What follows belongs to an exercise in optimizing a design on an open flow for small area and a short achievable clock period; a production flow would make more cautious choices.
Function was checked by simulation only, so behaviour that the tests miss may differ from the original.
Power and IR drop assume default switching activity.

==> onyx: inputs <==
// PE_array
module PE_array #(
    parameter DATA_WIDTH    = 16 ,
    parameter SYSTOLIC_SIZE = 4
) (
    input                                       clk          ,
    input                                       rst_n        ,
    input                                       reset_pe     ,
    input                                       write_out_en ,
    input  [SYSTOLIC_SIZE * DATA_WIDTH - 1 : 0] wgt_in       ,
    input  [SYSTOLIC_SIZE * DATA_WIDTH - 1 : 0] ifm_in       ,
    output [SYSTOLIC_SIZE * DATA_WIDTH - 1 : 0] ofm_out
);
    wire [15:0] dn  [0:3][0:3] ;
    wire [15:0] rt  [0:3][0:3] ;
    wire [15:0] mo  [0:3][0:3] ;
    PE pe_0_0 (
        .clk (clk), .rst_n (rst_n), .reset_pe (reset_pe), .write_out_en (write_out_en),
        .top_in (wgt_in[15:0]), .left_in (ifm_in[15:0]), .mac_in (mo[0][1]),
        .bottom_out (dn[0][0]), .right_out (rt[0][0]), .mac_out (mo[0][0])
    );
    PE pe_0_1 (
        .clk (clk), .rst_n (rst_n), .reset_pe (reset_pe), .write_out_en (write_out_en),
        .top_in (wgt_in[31:16]), .left_in (rt[0][0]), .mac_in (mo[0][2]),
        .bottom_out (dn[0][1]), .right_out (rt[0][1]), .mac_out (mo[0][1])
    );
    PE pe_0_2 (
        .clk (clk), .rst_n (rst_n), .reset_pe (reset_pe), .write_out_en (write_out_en),
        .top_in (wgt_in[47:32]), .left_in (rt[0][1]), .mac_in (mo[0][3]),
        .bottom_out (dn[0][2]), .right_out (rt[0][2]), .mac_out (mo[0][2])
    );
    PE pe_0_3 (
        .clk (clk), .rst_n (rst_n), .reset_pe (reset_pe), .write_out_en (write_out_en),
        .top_in (wgt_in[63:48]), .left_in (rt[0][2]), .mac_in (16'd0),
        .bottom_out (dn[0][3]), .right_out (rt[0][3]), .mac_out (mo[0][3])
    );
    PE pe_1_0 (
        .clk (clk), .rst_n (rst_n), .reset_pe (reset_pe), .write_out_en (write_out_en),
        .top_in (dn[0][0]), .left_in (ifm_in[31:16]), .mac_in (mo[1][1]),
        .bottom_out (dn[1][0]), .right_out (rt[1][0]), .mac_out (mo[1][0])
    );
    PE pe_1_1 (
  ...
==> flow/config.mk <==
export PLATFORM = sky130hd
export DESIGN_NAME = PE_array
export DESIGN_NICKNAME = PE_array
export VERILOG_FILES = /design/flow/design.v
export SDC_FILE = /design/flow/constraint.sdc
export NUM_CORES = 4
export LEC_CHECK = 0
export CAP_MARGIN = 20
export CORE_MARGIN = 2
export CORE_UTILIZATION = 40
export PLACE_DENSITY = 0.6
export SETUP_SLACK_MARGIN = 1.5
export SLEW_MARGIN = 20
export SYNTH_HIERARCHICAL = 1
export SYNTH_MINIMUM_KEEP_SIZE = 0
==> flow/constraint.sdc <==
create_clock -name core_clock -period 6.5 [get_ports {clk}]
set_input_delay 1.3000 -clock core_clock [delete_from_list [all_inputs] [get_ports {clk}]]
set_output_delay 1.3000 -clock core_clock [all_outputs]
set_load 0.01 [all_outputs]
run.sh (not shown) runs the stock make flow with config.mk's settings and CLKGATE_MAP_FILE= SYNTH_SCRIPT=/design/flow/synth_recipe.tcl, a recipe that flattens the netlist after the stock synthesis.
==> sierra: changes against onyx <==
--- a/flow/config.mk
+++ b/flow/config.mk
@@ -7,8 +7,8 @@
 export LEC_CHECK = 0
 export CAP_MARGIN = 20
 export CORE_MARGIN = 2
-export CORE_UTILIZATION = 40
-export PLACE_DENSITY = 0.6
+export CORE_UTILIZATION = 55
+export PLACE_DENSITY = 0.75
 export SETUP_SLACK_MARGIN = 1.5
 export SLEW_MARGIN = 20
 export SYNTH_HIERARCHICAL = 1
==> garnet: changes against onyx <==
--- a/flow/config.mk
+++ b/flow/config.mk
@@ -9,7 +9,7 @@
 export CORE_MARGIN = 2
 export CORE_UTILIZATION = 40
 export PLACE_DENSITY = 0.6
-export SETUP_SLACK_MARGIN = 1.5
+export SETUP_SLACK_MARGIN = 1.0
 export SLEW_MARGIN = 20
 export SYNTH_HIERARCHICAL = 1
 export SYNTH_MINIMUM_KEEP_SIZE = 0
==> run notes <==
	onyx	garnet	sierra
Area grow syn2layout	13.1%	12.2%	12.1%
Measured slew at the worst slew-check pin	1010 ps	904 ps	867 ps
Part of the total power dissipated in the clock network	10.4%	11.5%	10.2%
Result of the run	finished clean	finished clean	finished clean
Arrival time at the worst endpoint	5540 ps	6010 ps	5590 ps
End of the worst hold path	pe_1_1.bottom_out[15]	pe_0_1.right_out[15]	pe_2_2.bottom_out[15]
Cell Count Post-Placement	9,584	9,606	8,809
Global routing usage summed across all routing layers	22.1%	22.3%	29.3%
Number of standard-cell rows in the floorplan	167	167	143
Psw	24,900 uW	24,000 uW	25,900 uW
Clock latency (worst-skew pair)	740 ps	770 ps	720 ps
Data required, critical path	7080 ps	7090 ps	7070 ps
Power of the combinational group	41,800 uW	39,900 uW	43,200 uW
Combinational Power Share	74.5%	73.0%	75.1%
Post-cts sizing count	318	10	360
Slowest cell delay on critical path	530 ps	550 ps	460 ps
Core Util, Final	45.6%	45.2%	61.8%
Power consumed by sequential cells	8500 uW	8500 uW	8470 uW
Worst r2r dst	pe_3_2.acc[15]	pe_3_3.acc[14]	pe_0_1.acc[14]
Worst setup path endpoint	pe_0_2.acc[15]	pe_2_0.acc[15]	pe_0_1.acc[14]
Total area of multi-input combinational cells	0.0617 mm^2	0.0606 mm^2	0.0617 mm^2
Sequential cell fraction of total power	15.1%	15.5%	14.7%
Time the final worst path needs with I/O delays and setup	4970 ps	5420 ps	5020 ps

==> what the ideal ports hide <==
In the flow no input, the clock included, has a driving cell. The finished layouts below were timed again as built, in two steps.
Step 1 (the two cells are an assumption about what drives the block):
set clk [get_ports {clk}]
set_driving_cell -lib_cell sky130_fd_sc_hd__clkbuf_16 $clk
set_driving_cell -lib_cell sky130_fd_sc_hd__buf_2 [delete_from_list [all_inputs] $clk]
Step 2 adds t to the input delays and takes it off the output delays; t is the mean of the earliest and latest rising clock arrival at the registers after step 1. Input paths then give back, and output paths get back, about the clock's delay inside the block.
a / b / c = no drivers / after step 1 / after step 2; a / b = the first two.
run | t, ns | setup WS [ns] | clock arrival spread, ns | pins driven straight from the clock port
onyx | 0.800 | 1.534 / 1.581 / 0.801 | 0.049 / 0.050 | 1
sierra | 0.788 | 1.485 / 1.518 / 0.729 | 0.037 / 0.037 | 1
garnet | 0.832 | 1.080 / 1.141 / 0.309 | 0.048 / 0.047 | 1
After both steps every run listed still meets setup and hold. The setup slack of garnet, which loses most, moves by +0.061 ns with the drivers and by -0.771 ns with both steps.
